This is an optimization exercise on Yosys and OpenROAD, whose aim is small area, not a production implementation.
Function was checked by simulation only, so behaviour that the tests miss may differ from the original.
The clock port is modelled as an ideal driver; clocking choices that lean on that would not hold on a real chip.
No activity file was given, so power comes from the tool's default toggle rates.

Setup of v20:
==> flow/design.v <==
module full_adder(input logic a, b, cin,
						output logic s, cout);
	assign s = a ^ b ^ cin;
	assign cout = (a & b) | (a | b) & cin;
endmodule
module n_bit_rc_adder #(parameter N = 8, parameter ZERO_CIN = 0)
					(input logic [N-1:0] a, b,
					input logic cin,
					output logic [N-1:0] s,
					output logic cout);
	logic [N:0] c;
	genvar i;
	generate
		for (i = 0; i < N; i = i + 1) begin : bits
			if (i == 0 && ZERO_CIN) begin : ha
				assign s[i]   = a[i] ^ b[i];
				assign c[i+1] = a[i] & b[i];
			end else begin : fa
				full_adder fa_i(.a(a[i]), .b(b[i]), .cin(c[i]), .s(s[i]), .cout(c[i+1]));
			end
		end
	endgenerate
	assign c[0] = ZERO_CIN ? 1'b0 : cin;
	assign cout = c[N];
endmodule
module and8 (input logic [7:0] x, output logic y);
	assign y = &x;
endmodule
module carry_merge (input logic g, p, c, output logic y);
	assign y = g | (p & c);
endmodule
module pipelined_adder (
	input logic [31:0] a,
	input logic [31:0] b,
	output logic [31:0] s,
	input logic cin, clk, rstn, valid_in,
	output logic cout, valid_out);
	logic [31:0] bs, bs_q;
	logic [3:0]  g, g_q;
	genvar i, j;
	generate
		for (i = 0; i < 4; i = i + 1) begin : blocks
			n_bit_rc_adder #(.N(8), .ZERO_CIN(i != 0)) adder(
				.a(a[8*i +: 8]),
				.b(b[8*i +: 8]),
				.cin(cin),
				.s(bs[8*i +: 8]),
				.cout(g[i])
			);
		end
	endgenerate
	always_ff @(posedge clk) begin
		valid_out <= rstn & valid_in;
		bs_q <= bs;
		g_q <= g;
	end
	logic [2:1] p;
	logic [3:1] bc;
	assign bc[1] = g_q[0];
	generate
		for (i = 1; i < 3; i = i + 1) begin : carries
			and8 all_ones(.x(bs_q[8*i +: 8]), .y(p[i]));
			carry_merge merge(.g(g_q[i]), .p(p[i]), .c(bc[i]), .y(bc[i+1]));
		end
	endgenerate
	assign s[7:0] = bs_q[7:0];
	logic [8:0] t [3:1];
	generate
		for (i = 1; i < 4; i = i + 1) begin : incs
			assign t[i][0] = bc[i];
			for (j = 0; j < 8; j = j + 1) begin : bits
				assign s[8*i + j] = bs_q[8*i + j] ^ t[i][j];
				assign t[i][j+1] = bs_q[8*i + j] & t[i][j];
			end
		end
	endgenerate
	assign cout = g_q[3] | t[3][8];
endmodule
export LEC_CHECK = 0
export CAP_MARGIN = 20
export CORE_MARGIN = 2
export CORE_UTILIZATION = 52
export SLEW_MARGIN = 20
export SYNTH_HIERARCHICAL = 1
create_clock -name core_clock -period 4.5 [get_ports {clk}]
standard.sh (not shown) runs the stock make flow with config.mk's settings and CLKGATE_MAP_FILE= SYNTH_SCRIPT=/design/flow/synth_recipe.tcl, a recipe that flattens the netlist after the stock synthesis.
==> flow/flow/run.sh <==
#!/bin/bash
# The standard layout, with two changes: the port buffers are the smallest
# buffer (buf_1) instead of the one buffer_ports picks, and the clock is
# buffered by pre_cts.tcl (a few clock buffers, no H-tree, no dummy loads).
set -euo pipefail
here=$(pwd)
export BUFFER_PORTS_ARGS="-buffer_cell sky130_fd_sc_hd__buf_1"
export CTS_ARGS="-sink_clustering_enable -repair_clock_nets -dont_use_dummy_load"
export PRE_CTS_TCL="$here/flow/pre_cts.tcl"
export CLOCK_GROUPS=${CLOCK_GROUPS:-1}
export CLOCK_BUF=${CLOCK_BUF:-sky130_fd_sc_hd__clkbuf_16}
bash standard.sh > "$here/orfs_flow.log" 2>&1
==> flow/flow/pre_cts.tcl <==
# Clock buffering for this small design: instead of an H-tree, CLOCK_GROUPS
# clock buffers (CLOCK_BUF) each drive one group of flip-flops, grouped by x
# position and placed at the group's centre. Every flip-flop gets its clock
# through exactly one buffer of the same type. CTS then finds the clock net
# already buffered and leaves it as it is.
set ngroups $::env(CLOCK_GROUPS)
set ffs {}
foreach inst [[ord::get_db_block] getInsts] {
  if {[[$inst getMaster] isSequential]} {
    set b [$inst getBBox]
    lappend ffs [list [expr {([$b xMin] + [$b xMax]) / 2}] [expr {([$b yMin] + [$b yMax]) / 2}] $inst]
  }
}
set ffs [lsort -integer -index 0 $ffs]
set n [llength $ffs]
set dbu [[ord::get_db_tech] getDbUnitsPerMicron]
for {set g 0} {$g < $ngroups} {incr g} {
  set lo [expr {$g * $n / $ngroups}]
  set hi [expr {($g + 1) * $n / $ngroups - 1}]
  set xs 0; set ys 0; set pins {}
  foreach f [lrange $ffs $lo $hi] {
    lassign $f x y inst
    set xs [expr {$xs + $x}]; set ys [expr {$ys + $y}]
    lappend pins [get_pins [$inst getName]/CLK]
  }
  set m [expr {$hi - $lo + 1}]
  set loc [list [expr {$xs / $m / double($dbu)}] [expr {$ys / $m / double($dbu)}]]
  insert_buffer -buffer_cell $::env(CLOCK_BUF) -net clk -load_pins $pins \
    -location $loc -buffer_name clkbuf_grp$g -net_name clk_grp$g
}
v20 finished every step from synthesis to the final layout, and the layout passed the timing, DRC and antenna checks.
Relative to v20, the following input files were edited for v10:
--- a/flow/design.v
+++ b/flow/design.v
@@ -73,6 +73,6 @@
 				assign t[i][j+1] = bs_q[8*i + j] & t[i][j];
 			end
 		end
 	endgenerate
-	assign cout = g_q[3] | t[3][8];
+	carry_merge cout_merge(.g(g_q[3]), .p(bs_q[31]), .c(t[3][7]), .y(cout));
 endmodule
Findings:
Per the comparison of v10 with v20, via count of the first global-routing pass rose by about 10%; data arrival time of the critical path rose by 0.02 ns. Re simple-gate area share of the yosys netlist: v20 was higher than v10. Between v20 and v10, the power dissipated in the clock network figures differ only marginally. On layout overhead on the synthesized area, v20 and v10 are basically level. From v20 to v10 the numbers moved as follows: area of the die closely matched the old numbers, internal power contribution moved up. For hold slack, v20 and v10 come out practically identical. The via density per instance in v10 was higher than what v20 gave. Between v20 and v10, the flow reports wire length after detailed routing increasing by a little under 10%. Status: share of the final layout cell area in multi-input gates parity (v10, v20). Comparing v20 and v10, the lower final worst-path cycle share was measured on v20.

-- separate check: timing with driven ports --
No port has a modelled driver above. Below, the same layouts with a new extraction and two added sets of constraints.
Step 1 assumes that a clkbuf_16 drives the clock port and a buf_2 every other input.
Step 2 moves the port delays by t, midway between the first and last clock arrival at a register: inputs arrive t later, outputs are due t later. That takes back most of the time a late clock gives input paths.
Three values: ideal ports, drivers, drivers and shift; two values: the first two.
run | t (ns) | setup WS [ns] | worst setup path after step 2 | cell pins on the clock port's net
v20 | 0.207 | 0.397 / 0.406 / 0.199 | input to register | 1
v10 | 0.209 | 0.368 / 0.377 / 0.167 | input to register | 1
After both steps setup and hold are still met in every run listed. For v10, which loses most, drivers alone change the setup slack by +0.009 ns; drivers and shift together by -0.201 ns.
